Source: an optimization exercise on an open RTL-to-GDS flow (aim: small area and a short achievable clock period). Production flows keep margins and buffers that such runs may drop.
Only the layout flow was run in this run; the RTL was not checked for function there.
Power and IR drop assume default switching activity.

===== flow/run.sh =====
#!/bin/bash
# The standard layout with two changes: plain buffers (buf_2) as the port
# buffers instead of the delay buffers buffer_ports picks by default, and a
# clock tree without the dummy loads CTS adds for balancing.
set -euo pipefail
export BUFFER_PORTS_ARGS="-buffer_cell sky130_fd_sc_hd__buf_2"
export CTS_ARGS="-sink_clustering_enable -repair_clock_nets -dont_use_dummy_load -sink_clustering_size 60 -sink_clustering_max_diameter 150 -buf_list sky130_fd_sc_hd__clkbuf_8"
bash standard.sh > standard.log 2>&1

===== standard.sh =====
#!/bin/bash
# synth_recipe.tcl (not shown) runs the flow's synth.tcl, then flattens the netlist and writes it again
# the make line also repeats each setting of config.mk as NAME=value (left out here)
make -C /OpenROAD-flow-scripts/flow DESIGN_CONFIG=/design/flow/config.mk WORK_HOME=/design/flow/orfs CLKGATE_MAP_FILE= SYNTH_SCRIPT=/design/flow/synth_recipe.tcl "${@:-finish}"

===== config.mk =====
export PLATFORM = sky130hd
export DESIGN_NAME = alu
export DESIGN_NICKNAME = alu
export VERILOG_FILES = /design/flow/design.v
export SDC_FILE = /design/flow/constraint.sdc
export NUM_CORES = 4
export LEC_CHECK = 0
export ABC_AREA = 1
export CAP_MARGIN = 20
export CORE_MARGIN = 2
export CORE_UTILIZATION = 50
export SETUP_SLACK_MARGIN = 3.05
export SLEW_MARGIN = 20

===== constraint.sdc =====
create_clock -name core_clock -period 5.0 [get_ports {clk}]
set_input_delay 1.0000 -clock core_clock [delete_from_list [all_inputs] [get_ports {clk}]]
set_output_delay 1.0000 -clock core_clock [all_outputs]
set_load 0.01 [all_outputs]

===== design.v =====
module alu #(parameter DATA_WIDTH = 8, CMD_WIDTH = 4)(
        input clk, rst, MODE, CE,
        input [1:0]INP_VALID,
        input [CMD_WIDTH-1:0]CMD,
        input [DATA_WIDTH-1:0]OPA,OPB,
        input CIN,
        output reg [2*DATA_WIDTH:0]res,
        output reg cout, oflow, g, l, e, err
);
        function [16:0] ks_add(input [15:0] x, input [15:0] y, input c);
                reg [16:0] kg, kp, kg2, kp2;
                integer i, d;
                begin
                        kg[0] = c;
                        kp[0] = 1'b0;
                        for (i = 0; i < 16; i = i + 1) begin
                                kg[i+1] = x[i] & y[i];
                                kp[i+1] = x[i] ^ y[i];
                        end
                        for (d = 1; d < 17; d = d * 2) begin
                                kg2 = kg;
                                kp2 = kp;
                                for (i = d; i < 17; i = i + 1) begin
                                        kg2[i] = kg[i] | (kp[i] & kg[i-d]);
                                        kp2[i] = kp[i] & kp[i-d];
                                end
                                kg = kg2;
                                kp = kp2;
                        end
                        for (i = 0; i < 16; i = i + 1)
                                ks_add[i] = x[i] ^ y[i] ^ kg[i];
                        ks_add[16] = kg[16];
                end
        endfunction
        function [8:0] ks_pg(input [8:0] p, input [8:0] g, input c);
                reg [9:0] kg, kp, kg2, kp2;
                integer i, d;
                begin
                        kg = {g, c};
                        kp = {p, 1'b0};
                        for (d = 1; d < 10; d = d * 2) begin
                                kg2 = kg;
                                kp2 = kp;
                                for (i = d; i < 10; i = i + 1) begin
                                        kg2[i] = kg[i] | (kp[i] & kg[i-d]);
                                        kp2[i] = kp[i] & kp[i-d];
                                end
                                kg = kg2;
                                kp = kp2;
                        end
                        ks_pg = p ^ kg[8:0];
                end
        endfunction
        wire sub_f = (~CMD[3] & ~CMD[2] & CMD[0]) | (CMD[3] & ~CMD[1] & ~CMD[0]);  
        wire sgn_f = CMD[3] & (CMD[2] | CMD[0]);                                    
        wire c_inca = CMD == 4'd4, c_deca = CMD == 4'd5;
        wire c_incb = CMD == 4'd6, c_decb = CMD == 4'd7;
        wire ci_in = (~CMD[3] & ~CMD[2]) ? (CMD[1] ? (CIN ^ CMD[0]) : CMD[0]) : ~CMD[0];
        wire i_ror  = ~MODE & (CMD == 4'd13);
        wire i_shra = ~MODE & (CMD == 4'd8);
        wire i_shla = ~MODE & (CMD == 4'd9);
        wire m1 = MODE & (CMD == 4'd9);
        wire m2 = MODE & (CMD == 4'd10);
        wire [7:0] a_in = m1 ? OPA + 8'd1 : m2 ? {1'b0, OPA[7:1]} : OPA;
        wire [7:0] b_in = m1 ? OPB + 8'd1 :
                          i_ror ? {OPB[7:3], 3'd0 - OPB[2:0]} :
                          i_shla ? {OPB[7:3], 3'd1} : i_shra ? {OPB[7:3], 3'd7} : OPB;
        wire [8:0] xa_in = c_incb ? 9'd0 : c_decb ? 9'h1ff : {sgn_f & OPA[7], OPA};
        wire [8:0] yb_in = c_inca ? 9'd0 : c_deca ? 9'h1ff : {sgn_f & OPB[7], OPB} ^ {9{sub_f}};
        reg ce_r;
        reg mode_r, cin_r;
        reg [1:0] iv_r;
        reg [3:0] cmd_r;
        reg [7:0] a_r, b_r;
        reg ci_r;
        reg [8:0] p_r, g_r;
        reg st1, st2;
        always @(posedge clk or posedge rst)
                if (rst) ce_r <= 1'b0;
                else ce_r <= CE;
        always @(posedge clk) begin
                mode_r <= MODE;
                cin_r  <= CIN;
                iv_r   <= INP_VALID;
                cmd_r  <= CMD;
                a_r    <= a_in;
                b_r    <= b_in;
                p_r    <= xa_in ^ yb_in;
                g_r    <= xa_in & yb_in;
                ci_r   <= ci_in;
        end
        wire [15:0] c = 16'd1 << cmd_r;
        wire v11 = iv_r == 2'b11, v10 = iv_r == 2'b10, v01 = iv_r == 2'b01;
        wire am = ce_r & mode_r, lm = ce_r & ~mode_r;
        wire a11 = am & v11, l11 = lm & v11;
        wire op_add  = a11 & c[0];
        wire op_sub  = a11 & c[1];
        wire op_addc = a11 & c[2];
        wire op_subc = a11 & c[3];
        wire op_cmp  = a11 & c[8];
        wire op_mul  = a11 & (c[9] | c[10]);
        wire op_adds = a11 & c[11];
        wire op_subs = a11 & c[12];
        wire op_inca = am & v10 & c[4];
        wire op_deca = am & v10 & c[5];
        wire op_incb = am & v01 & c[6];
        wire op_decb = am & v01 & c[7];
        wire op_rot  = l11 & (c[12] | c[13]);
        wire sel_add  = op_add | op_sub | op_addc | op_subc | op_adds | op_subs |
                        op_inca | op_deca | op_incb | op_decb;
        wire sel_sext = op_sub | op_subc | op_deca | op_decb | op_adds | op_subs;
        wire sel_cout = op_add | op_addc | op_adds | op_subs;
        wire sel_ovc  = op_sub | (op_subc & ~cin_r) | op_inca | op_deca | op_incb | op_decb;
        wire sel_ovl  = op_subc & cin_r;
        wire sel_ovs  = op_adds | op_subs;
        wire sel_cmpu = op_cmp | op_subs;
        wire sel_mul  = op_mul & st2;
        wire ERR = (am & (v11 ? (c[4] | c[5] | c[6] | c[7] | c[13] | c[14] | c[15]) :
                          v10 ? ~(c[4] | c[5]) : v01 ? ~(c[6] | c[7]) : 1'b1)) |
                   (lm & (v11 ? (c[6] | c[7] | c[14] | c[15]) :
                          v10 ? ~c[6] : v01 ? ~c[7] : 1'b1)) |
                   (op_rot & (|b_r[7:4]));
        always @(posedge clk or posedge rst)
                if (rst) begin
                        st1 <= 1'b0;
                        st2 <= 1'b0;
                end else begin
                        st1 <= a11;
                        st2 <= st1;
                end
        reg [7:0] mx;
        reg [3:0] d1, d2, d3;
        reg [9:0] m3;
        reg [15:0] w0, w1;
        wire [16:0] m3w = ks_add({8'd0, a_r}, {7'd0, a_r, 1'b0}, 1'b0);
        always @(posedge clk) begin
                mx <= a_r;
                d1 <= {b_r[7:6] == 2'd1, b_r[5:4] == 2'd1, b_r[3:2] == 2'd1, b_r[1:0] == 2'd1};
                d2 <= {b_r[7:6] == 2'd2, b_r[5:4] == 2'd2, b_r[3:2] == 2'd2, b_r[1:0] == 2'd2};
                d3 <= {b_r[7:6] == 2'd3, b_r[5:4] == 2'd3, b_r[3:2] == 2'd3, b_r[1:0] == 2'd3};
                m3 <= m3w[9:0];
        end
        function [9:0] digit(input e1, input e2, input e3, input [7:0] x, input [9:0] x3);
                digit = ({10{e1}} & {2'd0, x}) | ({10{e2}} & {1'b0, x, 1'b0}) | ({10{e3}} & x3);
        endfunction
        wire [9:0] u0 = digit(d1[0], d2[0], d3[0], mx, m3);
        wire [9:0] u1 = digit(d1[1], d2[1], d3[1], mx, m3);
        wire [9:0] u2 = digit(d1[2], d2[2], d3[2], mx, m3);
        wire [9:0] u3 = digit(d1[3], d2[3], d3[3], mx, m3);
        wire [15:0] r0 = {6'd0, u0};
        wire [15:0] r1 = {4'd0, u1, 2'd0};
        wire [15:0] r2 = {2'd0, u2, 4'd0};
        wire [15:0] r3 = {u3, 6'd0};
        wire [15:0] cs1 = r0 ^ r1 ^ r2;
        wire [15:0] cc1 = {(r0[14:0] & r1[14:0]) | (r0[14:0] & r2[14:0]) | (r1[14:0] & r2[14:0]), 1'b0};
        wire [15:0] cs2 = cs1 ^ cc1 ^ r3;
        wire [15:0] cc2 = {(cs1[14:0] & cc1[14:0]) | (cs1[14:0] & r3[14:0]) | (cc1[14:0] & r3[14:0]), 1'b0};
        always @(posedge clk) begin
                w0 <= cs2;
                w1 <= cc2;
        end
        wire [16:0] prodw = ks_add(w0, w1, 1'b0);
        wire [15:0] prod = prodw[15:0];
        wire [8:0] s9 = ks_pg(p_r, g_r, ci_r);
        wire eq = a_r == b_r;
        wire lt_s = {~a_r[7], a_r[6:0]} < {~b_r[7], b_r[6:0]};
        wire [15:0] rx = {8'd0, a_r} << b_r[2:0];
        wire [3:0] tt = ({4{l11 & c[0]}} & 4'b1000) |
                        ({4{l11 & c[1]}} & 4'b0111) |
                        ({4{l11 & c[2]}} & 4'b1110) |
                        ({4{l11 & c[3]}} & 4'b0001) |
                        ({4{l11 & c[4]}} & 4'b0110) |
                        ({4{l11 & c[5]}} & 4'b1001) |
                        ({4{lm & v10 & c[6]}} & 4'b0011) |
                        ({4{lm & v01 & c[7]}} & 4'b0101);
        wire sel_lo = op_rot | (l11 & c[9]);
        wire sel_hi = op_rot | (l11 & c[8]);
        wire [7:0] lres = (a_r & b_r & {8{tt[3]}}) | (a_r & ~b_r & {8{tt[2]}}) |
                          (~a_r & b_r & {8{tt[1]}}) | (~a_r & ~b_r & {8{tt[0]}}) |
                          ({8{l11 & c[10]}} & {1'b0, b_r[7:1]}) | ({8{l11 & c[11]}} & {b_r[6:0], 1'b0}) |
                          ({8{sel_lo}} & rx[7:0]) | ({8{sel_hi}} & rx[15:8]);
        wire [16:0] RES = {{8{sel_sext & s9[8]}}, {9{sel_add}} & s9} |
                          {1'b0, {8{op_rot}} & rx[15:8], lres} |
                          {1'b0, {16{sel_mul}} & prod};
        wire COUT  = sel_cout & s9[8];
        wire OFLOW = (sel_ovc & s9[8]) | (sel_ovl & s9[8] & ~eq) | (sel_ovs & (s9[8] ^ s9[7]));
        wire E = (sel_cmpu | op_adds) & eq;
        wire L = (sel_cmpu & s9[8]) | (op_adds & lt_s);
        wire G = (sel_cmpu & ~eq & ~s9[8]) | (op_adds & ~eq & ~lt_s);
        always @(posedge clk or posedge rst)
                if (rst) begin
                        res <= 0;
                        cout <= 0;
                        oflow <= 0;
                        g <= 0;
                        l <= 0;
                        e <= 0;
                        err <= 0;
                end else begin
                        res <= RES;
                        cout <= COUT;
                        oflow <= OFLOW;
                        g <= G;
                        l <= L;
                        e <= E;
                        err <= ERR;
                end
endmodule

==> flow_metrics.env <==
export IMPL_status="finished clean"
export IMPL_arrival_ns=0.94
export IMPL_cts_reportedPaths_clkPinSlew_ns=0.07
export IMPL_hpwlAfterDp_mm=16.8
export IMPL_critical_path_required_ns=4.00
export IMPL_critical_path_max_stage_delay_ns=0.38
export IMPL_relSlewSlack_pct=37.5
export IMPL_crit_type="flip-flop to primary output"
export IMPL_cp_start_kind="flip-flop"
export IMPL_clock_latency_ns=0.43
export IMPL_hold_viol_final=0
export IMPL_seq_area_frac_synth_pct=33.6
export IMPL_crit_chain="buf_6"
export IMPL_whs_endpoint="st2"
export IMPL_cts_hold_buf=0
export IMPL_nNetsFinal=1266
export IMPL_yosysWarnings=1
export IMPL_use_met3_pct=5.11
export IMPL_grt_max_degree=27
export IMPL_port_buffers=49
export IMPL_cts_tree="done"
export IMPL_rsz0062_at_grt="true"
export IMPL_yosys_area_top_type_share_pct=25.2
export IMPL_drt_total_wl_mm=21.6
export IMPL_critical_path_slowest_cell="dfrtp_1"
export IMPL_peakVddDrop_v=0.000165
export IMPL_die_area_mm2=0.0166
export IMPL_async_flop_share_pct=21.0
export IMPL_ant_nets=0
export IMPL_syn_num_nets=1206
export IMPL_fp_dieW_um=129
export IMPL_start_util_pct=51.1
export IMPL_dr_total_vias=7098
export IMPL_fin_crit_ns=1.94
export IMPL_avgViaCountPerCell=5.31
export IMPL_antenna_found_initial=0
export IMPL_cp_buffers_inverters=1
export IMPL_cp_max_fo=1
export IMPL_cts_sinks=124
export IMPL_grt_util_met1_pct=40.2
export IMPL_die_y_um=129
export IMPL_hp_class="flip-flop to flip-flop"
export IMPL_grtUsageMet2_pct=40.0
export IMPL_setup_worst_path_end_class="primary output"
export IMPL_drive_above_1_share_pct=14.2
export IMPL_setup_worst_path_start="res[8]"
export IMPL_diodes=0
export IMPL_fin_skew_ns=0.0258
export IMPL_whs_ns=0.351
export IMPL_path_delay_family="flip-flops"
export IMPL_cts_htree_levels=4
export IMPL_dp_slack_ns=2.33
export IMPL_r2r_setup_slack_ns=3.13
export IMPL_firstDrtPassIters=6
export IMPL_synth_edf_count=0
export IMPL_r2r_end="w0[9]"
export IMPL_cts_buffers=17
export IMPL_synth_top_area_cell="dfxtp_1"
export IMPL_hold_start="st1"
export IMPL_coreArea_mm2=0.0152
export IMPL_max_freq_mhz=516
export IMPL_avgSynthCellArea_um2=7.13
export IMPL_clockRootBuffer="clkbuf_8"
export IMPL_setup_tns_ns=0
export IMPL_routabilityCongestion=0.995
export IMPL_synth_distinct_cells=38
export IMPL_syn_area_mm2=0.00777
export IMPL_overflow=0
export IMPL_row_count=45
export IMPL_ys_ff_latch=124
export IMPL_rr_worst_depth=5
export IMPL_grt_pass1_vias=6436
export IMPL_synth_ff_type="dfxtp_1"
export IMPL_hold_depth=0
export IMPL_drc=0
export IMPL_fin_crit_sh_pct=38.8
export IMPL_leakage_nw=4.62
export IMPL_cts_buffer_depth=2
export IMPL_power_density_mw_per_mm2=307
export IMPL_drv_slew=0
export IMPL_num_io_pins=50
export IMPL_drtIter0Drc=498
export IMPL_tightest_slew_ns=0.937
export IMPL_r2r_start="d3[2]"
export IMPL_area_delta_synth_final_pct=12.7
export IMPL_setup_viol=0
export IMPL_syn_instance_count=1091
export IMPL_synthTopCellsByArea="dfxtp_1 (25%), nand2_1 (14%), ha_1 (12%)"
export IMPL_setup_ws_ns=3.06
export IMPL_maxCapViolCount=0
export IMPL_grtUsageTotal_pct=27.0
export IMPL_grt_pass1_wl_mm=34.4
export IMPL_routedWlPerCell_um=16.1
export IMPL_busiest_layer="met1"
kinds of logic after synthesis:
kind of cell	synth area share (%)
adder cells (fa/ha/maj)	15.6
buffers and inverters	8.55
AND/OR/NAND/NOR	28.5
XOR/XNOR	2.14
AO/OA/AOI/OAI	11.3
flip-flops	33.6
multiplexers	0.258
worst max-delay path by stage:
stage,to,slack (ns),cells after the start
after floorplan,p_r[2],2.94,8
after global placement,b_r[7],2.38,9
after detailed placement,b_r[7],2.33,9
after CTS,oflow,3.01,9
after global routing,res[8],3.01,1
final,res[8],3.06,1
cell usage in the layout, fill, tap and decap left out, types with 12 or more instances in the layout:
cell / n
xor2_1: 14
dfxtp_2: 21
nand3_1: 96
nand2_1: 279
inv_1: 136
a21oi_1: 60
ha_1: 73
dfxtp_1: 68
fa_1: 14
o21ai_0: 52
buf_4: 18
nor2_1: 101
clkbuf_8: 17
dfrtp_1: 26
buf_2: 41
o21ai_1: 12
cell type report:
class	count	area, um2
fillers	1490	6440
multi-input cells	794	4640
flip-flops and latches	124	2670
inverters	147	559
repair buffers	67	423
well taps	188	235
clock buffers	17	234
registers in the layout (all words and copies together), names as in the netlist, 7 cells and up:
register,cells
g_r,8
mx,7
a_r,8
p_r,9
m3,10
b_r,8
res,17
w1,11
w0,16
metrics by stage:
stage,total power [mW],cells,area [um2],util [%]
6_report,2.69,1337,8760,57.6
2_1_floorplan,1.80,1091,7830,-
3_3_place_gp,2.04,1302,8180,53.8
4_1_cts,2.68,1322,8500,55.9
5_1_grt,2.88,1337,8760,57.6
3_5_place_dp,2.04,1302,8180,53.8
synthesized netlist by cell type, types with 4 or more instances:
cell / number
nor2_1: 110
nand2_2: 5
o211ai_1: 7
buf_1: 5
a22o_1: 9
or2_2: 4
nand4_1: 10
ha_1: 73
inv_1: 144
o21ai_0: 64
xnor2_1: 5
nor3_1: 9
a21oi_1: 62
xor2_1: 14
dfxtp_1: 98
clkbuf_1: 15
fa_1: 15
a21boi_0: 4
nand3_1: 100
nand2_1: 280
dfrtp_1: 26
metal layers:
metal  wire length (um)  up-vias
met5                  0        -
met4                312        0
met3               1580       25
met2               9260      236
met1              10400     3224
li1                   -     3613
repair_timing:
action,CTS,global route
setup buffers,3,15
setup endpoints to repair,36,60
gates cloned,0,0
gates resized for setup,25,54
pin swaps,1,5
report_power, final:
| group | switching [mW] | internal [mW] |
|---|---|---|
| clock | 0.323 | 0.298 |
| combinational | 0.491 | 0.304 |
| sequential | 0.143 | 1.13 |

-- re-timing with driven ports --
Ports are ideal in the flow. The routed layout listed here was re-timed in OpenROAD.
Step 1 sets driving cells, clkbuf_16 on the clock port and buf_2 on the other inputs (assumed; they add their load-dependent delay and slew).
Step 2 also shifts input and output timing later by t, the mid clock arrival at the registers, as if the neighbouring blocks saw the same clock.
Three values: no drivers, after step 1, after step 2; two values: the first two.
t, ns: 0.458
setup WS [ns]: 3.062 / 3.025 / 2.662
worst hold slack (ns): 0.351 / 0.351 / 0.351
After both steps setup and hold are still met in this run. The setup slack of this run moves by -0.037 ns with the drivers and by -0.400 ns with both steps.
